Background: an optimization exercise with open tools, aiming at small area. Do not read the settings as production practice. At most, simulation tests tie the RTL to the original design; equivalence was not proved.

// main
module main(in, op, apply, tail, valid, empty, clk, reset);
    input clk, reset, apply;
    input [7:0] in;
    input [2:0] op;
    output [7:0] tail;
    output reg valid;
    output empty;
    reg [7:0] t, f0, f1, f2, f3;
    reg [2:0] sz;
    wire n0  = ~sz[2] & ~sz[0];    
    wire n1  = ~sz[1] &  sz[0];
    wire n2  = ~sz[2] &  sz[1];
    wire n3  =  sz[2] &  sz[0];
    wire n4  =  sz[1] & ~sz[0];
    wire n5  =  sz[2] & ~sz[1];
    wire le1 = ~sz[2] & ~sz[1];
    wire le2 = ~sz[2];
    wire le3 = ~sz[2] |  sz[0];
    wire two =  sz[2] |  sz[1];    
    wire [2:0] sz_up = {sz[1:0], ~sz[2]};
    wire [2:0] sz_dn = {~sz[0], sz[2:1]};
    assign tail = t;
    assign empty = n0;
    wire [7:0] a = f0;                         
    wire [7:0] b = n2 ? t : f1;                
    wire is_add = (op == 3'd2);
    wire is_mul = (op == 3'd3);
    wire is_sub = (op == 3'd4);
    wire is_quo = (op == 3'd5);
    wire is_rem = (op == 3'd6);
    wire is_div = is_quo | is_rem;
    wire [7:0] hz;
    assign hz[0] = 1'b1;
    assign hz[1] = hz[0] & ~a[7];
    assign hz[2] = hz[1] & ~a[6];
    assign hz[3] = hz[2] & ~a[5];
    assign hz[4] = hz[3] & ~a[4];
    assign hz[5] = hz[4] & ~a[3];
    assign hz[6] = hz[5] & ~a[2];
    assign hz[7] = hz[6] & ~a[1];
    wire [7:0] quo;
    wire [0:0] d7_x, d7_y, d7_s, d7_r;
    wire [1:0] d7_c;
    assign d7_x = b[7];
    assign d7_y = ~a[0:0];
    assign d7_c[1] = d7_x[0] | ~a[0];
    assign quo[7] = d7_c[1] & hz[7];
    assign d7_s[0] = 1'b0;   
    assign d7_r[0] = d7_x[0] ^ (quo[7] & a[0]);
    wire [1:0] d6_x, d6_y, d6_s, d6_r;
    wire [2:0] d6_c;
    assign d6_x = {d7_r, b[6]};
    assign d6_y = ~a[1:0];
    assign d6_c[1] = d6_x[0] | ~a[0];
    assign d6_c[2] = (d6_x[1] ^ d6_y[1]) ? d6_c[1] : d6_x[1];
    assign d6_s[1] = 1'b0;   
    assign quo[6] = d6_c[2] & hz[6];
    assign d6_s[0] = 1'b0;   
    assign d6_r[0] = d6_x[0] ^ (quo[6] & a[0]);
    assign d6_r[1:1] = d6_x[1:1] ^ ({1{quo[6]}} & (d6_y[1:1] ^ d6_c[1:1]));
    wire [2:0] d5_x, d5_y, d5_s, d5_r;
    wire [3:0] d5_c;
    assign d5_x = {d6_r, b[5]};
    assign d5_y = ~a[2:0];
    assign d5_c[1] = d5_x[0] | ~a[0];
    assign d5_c[2] = (d5_x[1] ^ d5_y[1]) ? d5_c[1] : d5_x[1];
    assign d5_s[1] = 1'b0;   
    assign d5_c[3] = (d5_x[2] ^ d5_y[2]) ? d5_c[2] : d5_x[2];
    assign d5_s[2] = 1'b0;   
    assign quo[5] = d5_c[3] & hz[5];
  ...
For scale: about 44 flip-flops, ~0.0045 mm^2 of cells after synthesis.
export LEC_CHECK = 0
export CAP_MARGIN = 20
export CORE_MARGIN = 2
export CORE_UTILIZATION = 40
export SLEW_MARGIN = 20
create_clock -name core_clock -period 15.0 [get_ports {clk}]
standard.sh (not shown) runs the stock make flow with config.mk's settings and CLKGATE_MAP_FILE= SYNTH_SCRIPT=/design/flow/synth_recipe.tcl, a recipe that flattens the netlist after the stock synthesis.
==> flow/flow/run.sh <==
#!/bin/bash
# The standard layout (standard.sh: ORFS from synthesis to the final layout), with these
# changes, all made through ORFS's own variables:
#  - each port gets a sky130_fd_sc_hd__buf_1 as its buffer (buffer_ports -buffer_cell)
#    instead of the default clkdlybuf4s50_1;
#  - clock tree synthesis builds from clkbuf_4/clkbuf_8 and adds no dummy loads.
# Synthesis is the standard one, unchanged. The make output goes to standard.log in the
# work folder; ORFS's per-step logs stay under orfs/logs/.
set -euo pipefail
bash standard.sh synth > synth.log 2>&1
export BUFFER_PORTS_ARGS="-buffer_cell sky130_fd_sc_hd__buf_1"
export CTS_ARGS="-sink_clustering_enable -repair_clock_nets -dont_use_dummy_load -buf_list {sky130_fd_sc_hd__clkbuf_4 sky130_fd_sc_hd__clkbuf_8}"
bash standard.sh finish > standard.log 2>&1
The first run went through all stages and came out clean.
Edit:
--- a/flow/design.v
+++ b/flow/design.v
@@ -54,32 +54,32 @@
     assign d6_c[1] = d6_x[0] | ~a[0];
     assign d6_c[2] = (d6_x[1] ^ d6_y[1]) ? d6_c[1] : d6_x[1];
     assign d6_s[1] = 1'b0;   
     assign quo[6] = d6_c[2] & hz[6];
     assign d6_s[0] = 1'b0;   
     assign d6_r[0] = d6_x[0] ^ (quo[6] & a[0]);
     assign d6_r[1:1] = d6_x[1:1] ^ ({1{quo[6]}} & (d6_y[1:1] ^ d6_c[1:1]));
     wire [2:0] d5_x, d5_y, d5_s, d5_r;
     wire [3:0] d5_c;
     assign d5_x = {d6_r, b[5]};
     assign d5_y = ~a[2:0];
     assign d5_c[1] = d5_x[0] | ~a[0];
-    assign d5_c[2] = (d5_x[1] ^ d5_y[1]) ? d5_c[1] : d5_x[1];
-    assign d5_s[1] = 1'b0;   
-    assign d5_c[3] = (d5_x[2] ^ d5_y[2]) ? d5_c[2] : d5_x[2];
-    assign d5_s[2] = 1'b0;   
+    assign d5_s[1] = d5_x[1] ^ d5_y[1] ^ d5_c[1];
+    assign d5_c[2] = (d5_x[1] & d5_y[1]) | (d5_c[1] & (d5_x[1] ^ d5_y[1]));
+    assign d5_s[2] = d5_x[2] ^ d5_y[2] ^ d5_c[2];
+    assign d5_c[3] = (d5_x[2] & d5_y[2]) | (d5_c[2] & (d5_x[2] ^ d5_y[2]));
     assign quo[5] = d5_c[3] & hz[5];
     assign d5_s[0] = 1'b0;   
     assign d5_r[0] = d5_x[0] ^ (quo[5] & a[0]);
-    assign d5_r[2:1] = d5_x[2:1] ^ ({2{quo[5]}} & (d5_y[2:1] ^ d5_c[2:1]));
+    assign d5_r[2:1] = quo[5] ? d5_s[2:1] : d5_x[2:1];
     wire [3:0] d4_x, d4_y, d4_s, d4_r;
     wire [4:0] d4_c;
     assign d4_x = {d5_r, b[4]};
     assign d4_y = ~a[3:0];
     assign d4_c[1] = d4_x[0] | ~a[0];
     assign d4_s[1] = d4_x[1] ^ d4_y[1] ^ d4_c[1];
     assign d4_c[2] = (d4_x[1] & d4_y[1]) | (d4_c[1] & (d4_x[1] ^ d4_y[1]));
     assign d4_s[2] = d4_x[2] ^ d4_y[2] ^ d4_c[2];
     assign d4_c[3] = (d4_x[2] & d4_y[2]) | (d4_c[2] & (d4_x[2] ^ d4_y[2]));
     assign d4_s[3] = d4_x[3] ^ d4_y[3] ^ d4_c[3];
     assign d4_c[4] = (d4_x[3] & d4_y[3]) | (d4_c[3] & (d4_x[3] ^ d4_y[3]));
     assign quo[4] = d4_c[4] & hz[4];
Design area came out higher by about 3.2%.
Via count came out higher by 7.5%.
Hold slack is worse by 0.0054 ns.
Setup slack is worse by 0.070 ns.
Synthesized cell count came out higher by 5.8%.
Flip-flop and latch count does not change.
Routed wire length came out higher by 7.9%.
Area after synthesis came out higher by 2.8%.
Register-to-register slack is worse by 0.07 ns.
For the second run of this note, only the layout was checked, not whether the RTL still works.

==> afterwards: timing with drivers on the ports <==
The flow's constraints put no driver on any port. The routed layouts listed below were extracted and timed again, unchanged, in two steps. Step 1, drivers: a clkbuf_16 drives clk and a buf_2 each remaining input, both assumed. Step 2, shift: input delay + t, output delay - t, t = (earliest + latest rising clock arrival at the registers) / 2. This alone moves slack from input paths to output paths. a / b / c = ideal ports / drivers / drivers and shift; a / b = the first two.
| run | shift t [ns] | setup WS [ns] | worst setup path after step 2 |
|---|---|---|---|
| the first run | 0.315 | 0.941 / 0.941 / 0.941 | register to register |
| the second run | 0.320 | 0.871 / 0.871 / 0.871 | register to register |
After both steps every run listed still meets setup and hold.
